From an optimization exercise on the open Yosys and OpenROAD flow, aimed at small area; shortcuts taken in it are not production practice. Only simulation tests tie the RTL to the original design; equivalence was not proved. The clock input has no modelled driver; a real chip could not lean on it and would need a root buffer or a full tree. Power and IR drop assume default switching activity.

==> module Sensor_Controller, before the edit <==
module Sensor_Controller (input CLK,							 
								  input EN,								 
								  input RST,							 
								  input Echo,							 
								  output reg Trigger,				 
								  output reg [3:0] Tens,			 
								  output reg [3:0] Units);		 
reg [4:0] R;
reg [3:0] E;
reg [1:0] H;			 
reg [3:0] T, U;
wire [3:0] U_Inc = {(U[3]) | (U[2] & U[1] & U[0]), (U[2] & ~U[0]) | (U[2] & ~U[1]) | (~U[2] & U[1] & U[0]), (~U[1] & U[0]) | (U[1] & ~U[0]), (~U[0])};	 
wire [3:0] T_Inc = {(T[3]) | (T[2] & T[1] & T[0]), (T[2] & ~T[0]) | (T[2] & ~T[1]) | (~T[2] & T[1] & T[0]), (~T[1] & T[0]) | (T[1] & ~T[0]), (~T[0])};	 
wire U_Nine  = (U[3] & U[0]);
wire T_Nine  = (T[3] & T[0]);
wire U_Five  = U[2] & U[0];				 
wire T_Five  = T[2] & T[0];				 
wire Q_Inc   = R[4] & R[3];								 
wire Q_Wrap  = H[1] & T_Five & U_Five;					 
wire E_Last  = ~R[2] & ~R[1] & ~R[0];					 
wire C_Last  = E[3] & E[2] & E[0] & T[3] & U_Nine & ~R[3] & R[2] & R[1];
wire Far_Now = H[0];
wire Clr = !RST | (EN & C_Last);
always@(posedge CLK)
	if(Clr)
		begin
			R <= 0; E <= 0; H <= 0; T <= 0; U <= 0;
		end
	else if(EN)
		begin
			R <= Q_Inc ? {2'b00, R[2:0]} : R + 5'd5;
			if(Q_Inc)
				begin
					if(Q_Wrap)
						begin
							H <= 0; T <= 0; U <= 0;
							if(E_Last)
								E <= E + 1;
						end
					else if(U_Nine)
						begin
							U <= 0;
							if(T_Nine)
								begin
									T <= 0;
									H <= {H[0], 1'b1};
								end
							else
								T <= T_Inc;
						end
					else
						U <= U_Inc;
				end
		end
always@(posedge CLK)
	if(!RST)
		begin
			Trigger <= 0;
			Tens <= 0; Units <= 0;
		end
	else if(EN)
		begin
			Trigger <= C_Last;
			if(Echo)
				begin
					Tens <= T | {4{Far_Now}};
					Units <= U | {4{Far_Now}};
				end
		end
endmodule
export LEC_CHECK = 0
export CAP_MARGIN = 20
export CORE_MARGIN = 2
export CORE_UTILIZATION = 40
export SLEW_MARGIN = 20
create_clock -name core_clock -period 30.0 [get_ports {CLK}]
standard.sh (not shown) runs the stock make flow with config.mk's settings and CLKGATE_MAP_FILE= SYNTH_SCRIPT=/design/flow/synth_recipe.tcl, a recipe that flattens the netlist after the stock synthesis.
==> flow/flow/run.sh <==
#!/bin/bash
# Own layout flow: the standard synthesis, then the combinational logic
# between the registers is mapped again by ABC for area (the registers, their
# names and cell types stay as the standard synthesis made them), then
# the standard layout steps from floorplan to finish.
set -euo pipefail
W=$PWD
R=$W/orfs/results/$FLOW_PLATFORM/Security_Top/base
YOSYS=yosys
if [[ -x $FLOW_HOME/../tools/install/yosys/bin/yosys ]]; then YOSYS=$FLOW_HOME/../tools/install/yosys/bin/yosys; fi
LIB=$FLOW_HOME/platforms/$FLOW_PLATFORM/lib/sky130_fd_sc_hd__tt_025C_1v80.lib

MAKE_VARS=(
  "BUFFER_PORTS_ARGS=-buffer_cell sky130_fd_sc_hd__buf_1"
  "PRE_CTS_TCL=$W/flow/manual_cts.tcl"
  "MANUAL_CTS_NET=CLK"
  "MANUAL_CTS_BUF=sky130_fd_sc_hd__clkbuf_8"
  "MANUAL_CTS_N=4"
)

# 1. standard synthesis (netlist only)
bash standard.sh "$R/1_2_yosys.v" > "$W/1_standard_synth.log" 2>&1
cp "$R/1_2_yosys.v" "$W/standard_netlist.v"

# 2. area re-mapping of the combinational logic: several ABC runs (two
#    mappers, four seeds), keeping the smallest result
best=""
best_area=""
for batch in "1 2" "3 4"; do
  for seed in $batch; do
    for mapper in amap nf; do
      tag=${mapper}_$seed
      sed -e "s|@SEED@|$seed|g" "$W/flow/area_$mapper.abc" > "$W/area_$tag.abc"
      sed -e "s|@LIB@|$LIB|g" -e "s|@IN@|$W/standard_netlist.v|g" -e "s|@OUT@|$W/remapped_$tag.v|g" \
          -e "s|@SCRIPT@|$W/area_$tag.abc|g" -e "s|@TOP@|$FLOW_TOP|g" "$W/flow/remap.ys" > "$W/remap_$tag.ys"
      "$YOSYS" -s "$W/remap_$tag.ys" > "$W/2_remap_$tag.log" 2>&1 &
    done
  done
  wait
done
for log in "$W"/2_remap_*.log; do
  tag=${log##*/2_remap_}
  tag=${tag%.log}
  area=$(grep "Chip area for module" "$log" | tail -1 | awk '{print $NF}')
  [[ -n $area && -s $W/remapped_$tag.v ]] || continue
  if [[ -z $best_area ]] || awk -v a="$area" -v b="$best_area" 'BEGIN { exit !(a < b) }'; then
    best=$tag
    best_area=$area
  fi
done
echo "remap: kept $best, area $best_area" > "$W/2_remap_choice.log"
cp "$W/remapped_$best.v" "$R/1_2_yosys.v"
touch "$R/1_2_yosys.v"

# 3. standard layout from the remapped netlist
bash standard.sh "${MAKE_VARS[@]}" finish > "$W/3_layout.log" 2>&1
Other scripts of this flow, unchanged in this note and not shown: flow/flow/area_amap.abc, flow/flow/area_nf.abc, flow/flow/manual_cts.tcl, flow/flow/remap.ys
The starting point completed with no timing, DRC or antenna violations.
Change:
--- a/flow/design.v
+++ b/flow/design.v
@@ -41,24 +41,21 @@
 								  output reg [3:0] Units);		 
 reg [4:0] R;
 reg [3:0] E;
-reg [1:0] H;			 
-reg [3:0] T, U;
+reg [4:0] T;			 
+reg [3:0] U;			 
 wire [3:0] U_Inc = {(U[3]) | (U[2] & U[1] & U[0]), (U[2] & ~U[0]) | (U[2] & ~U[1]) | (~U[2] & U[1] & U[0]), (~U[1] & U[0]) | (U[1] & ~U[0]), (~U[0])};	 
-wire [3:0] T_Inc = {(T[3]) | (T[2] & T[1] & T[0]), (T[2] & ~T[0]) | (T[2] & ~T[1]) | (~T[2] & T[1] & T[0]), (~T[1] & T[0]) | (T[1] & ~T[0]), (~T[0])};	 
 wire U_Nine  = (U[3] & U[0]);
-wire T_Nine  = (T[3] & T[0]);
 wire U_Five  = U[2] & U[0];				 
-wire T_Five  = T[2] & T[0];				 
 wire Q_Inc   = R[4] & R[3];								 
-wire Q_Wrap  = H[1] & T_Five & U_Five;					 
+wire Q_Wrap  = T[4] & T[3] & T[0] & U_Five;				 
 wire E_Last  = ~R[2] & ~R[1] & ~R[0];					 
-wire C_Last  = E[3] & E[2] & E[0] & T[3] & U_Nine & ~R[3] & R[2] & R[1];
-wire Far_Now = H[0];
+wire C_Last  = E[3] & E[2] & E[0] & T[3] & U[3] & ~R[3] & R[2] & R[1] & ~R[0];
+wire Far_Now = T[4] | (T[3] & (T[2] | T[1]));			 
 wire Clr = !RST | (EN & C_Last);
 always@(posedge CLK)
 	if(Clr)
 		begin
-			R <= 0; E <= 0; H <= 0; T <= 0; U <= 0;
+			R <= 0; E <= 0; T <= 0; U <= 0;
 		end
 	else if(EN)
 		begin
@@ -67,20 +64,14 @@
 				begin
 					if(Q_Wrap)
 						begin
-							H <= 0; T <= 0; U <= 0;
+							T <= 0; U <= 0;
 							if(E_Last)
 								E <= E + 1;
 						end
 					else if(U_Nine)
 						begin
 							U <= 0;
-							if(T_Nine)
-								begin
-									T <= 0;
-									H <= {H[0], 1'b1};
-								end
-							else
-								T <= T_Inc;
+							T <= T + 1;
 						end
 					else
 						U <= U_Inc;
@@ -97,7 +88,7 @@
 			Trigger <= C_Last;
 			if(Echo)
 				begin
-					Tens <= T | {4{Far_Now}};
+					Tens <= T[3:0] | {4{Far_Now}};
 					Units <= U | {4{Far_Now}};
 				end
 		end
After rerunning: Final cell count decreases by 1.4%; global-route usage is about the same; via count increases by 0.69%; clock power decreases by about 2%; die area decreases by 0.99%; worst setup slack is worse by 0.12 ns; area after synthesis decreases by 1.0%; maximum frequency decreases by 1.5%; cell area decreases by 0.95%; sequential share of layout area decreases by 0.39 points; first-iteration DRC count increases by 4.2%; utilization decreases by 0.15 points; worst hold slack is better by 0.0061 ns.
No run of this note takes its clock network from TritonCTS; it comes from the design's own scripts or RTL.

[port drivers added, routing unchanged]
No port has a modelled driver above. Below, the same layouts with a new extraction and two added sets of constraints. Step 1 (the two cells are an assumption about what drives the block):
set clk [get_ports {CLK}]
set_driving_cell -lib_cell sky130_fd_sc_hd__clkbuf_16 $clk
set_driving_cell -lib_cell sky130_fd_sc_hd__buf_2 [delete_from_list [all_inputs] $clk]
Step 2 also shifts input and output timing later by t, the mid clock arrival at the registers, as if the neighbouring blocks saw the same clock. Slacks: no drivers / after step 1 / after step 2; pairs: no drivers / after step 1.
run | t (ns) | setup WS [ns] | worst setup path after step 2 | latest minus earliest clock arrival (ns) | slew at the worst register clock pin (ns)
the first run | 0.202 | 22.335 / 22.280 / 22.482 | register to output | 0.034 / 0.034 | 0.11 / 0.11
the second run | 0.199 | 22.218 / 22.163 / 22.362 | register to output | 0.019 / 0.019 | 0.10 / 0.10
After both steps every run listed still meets setup and hold.
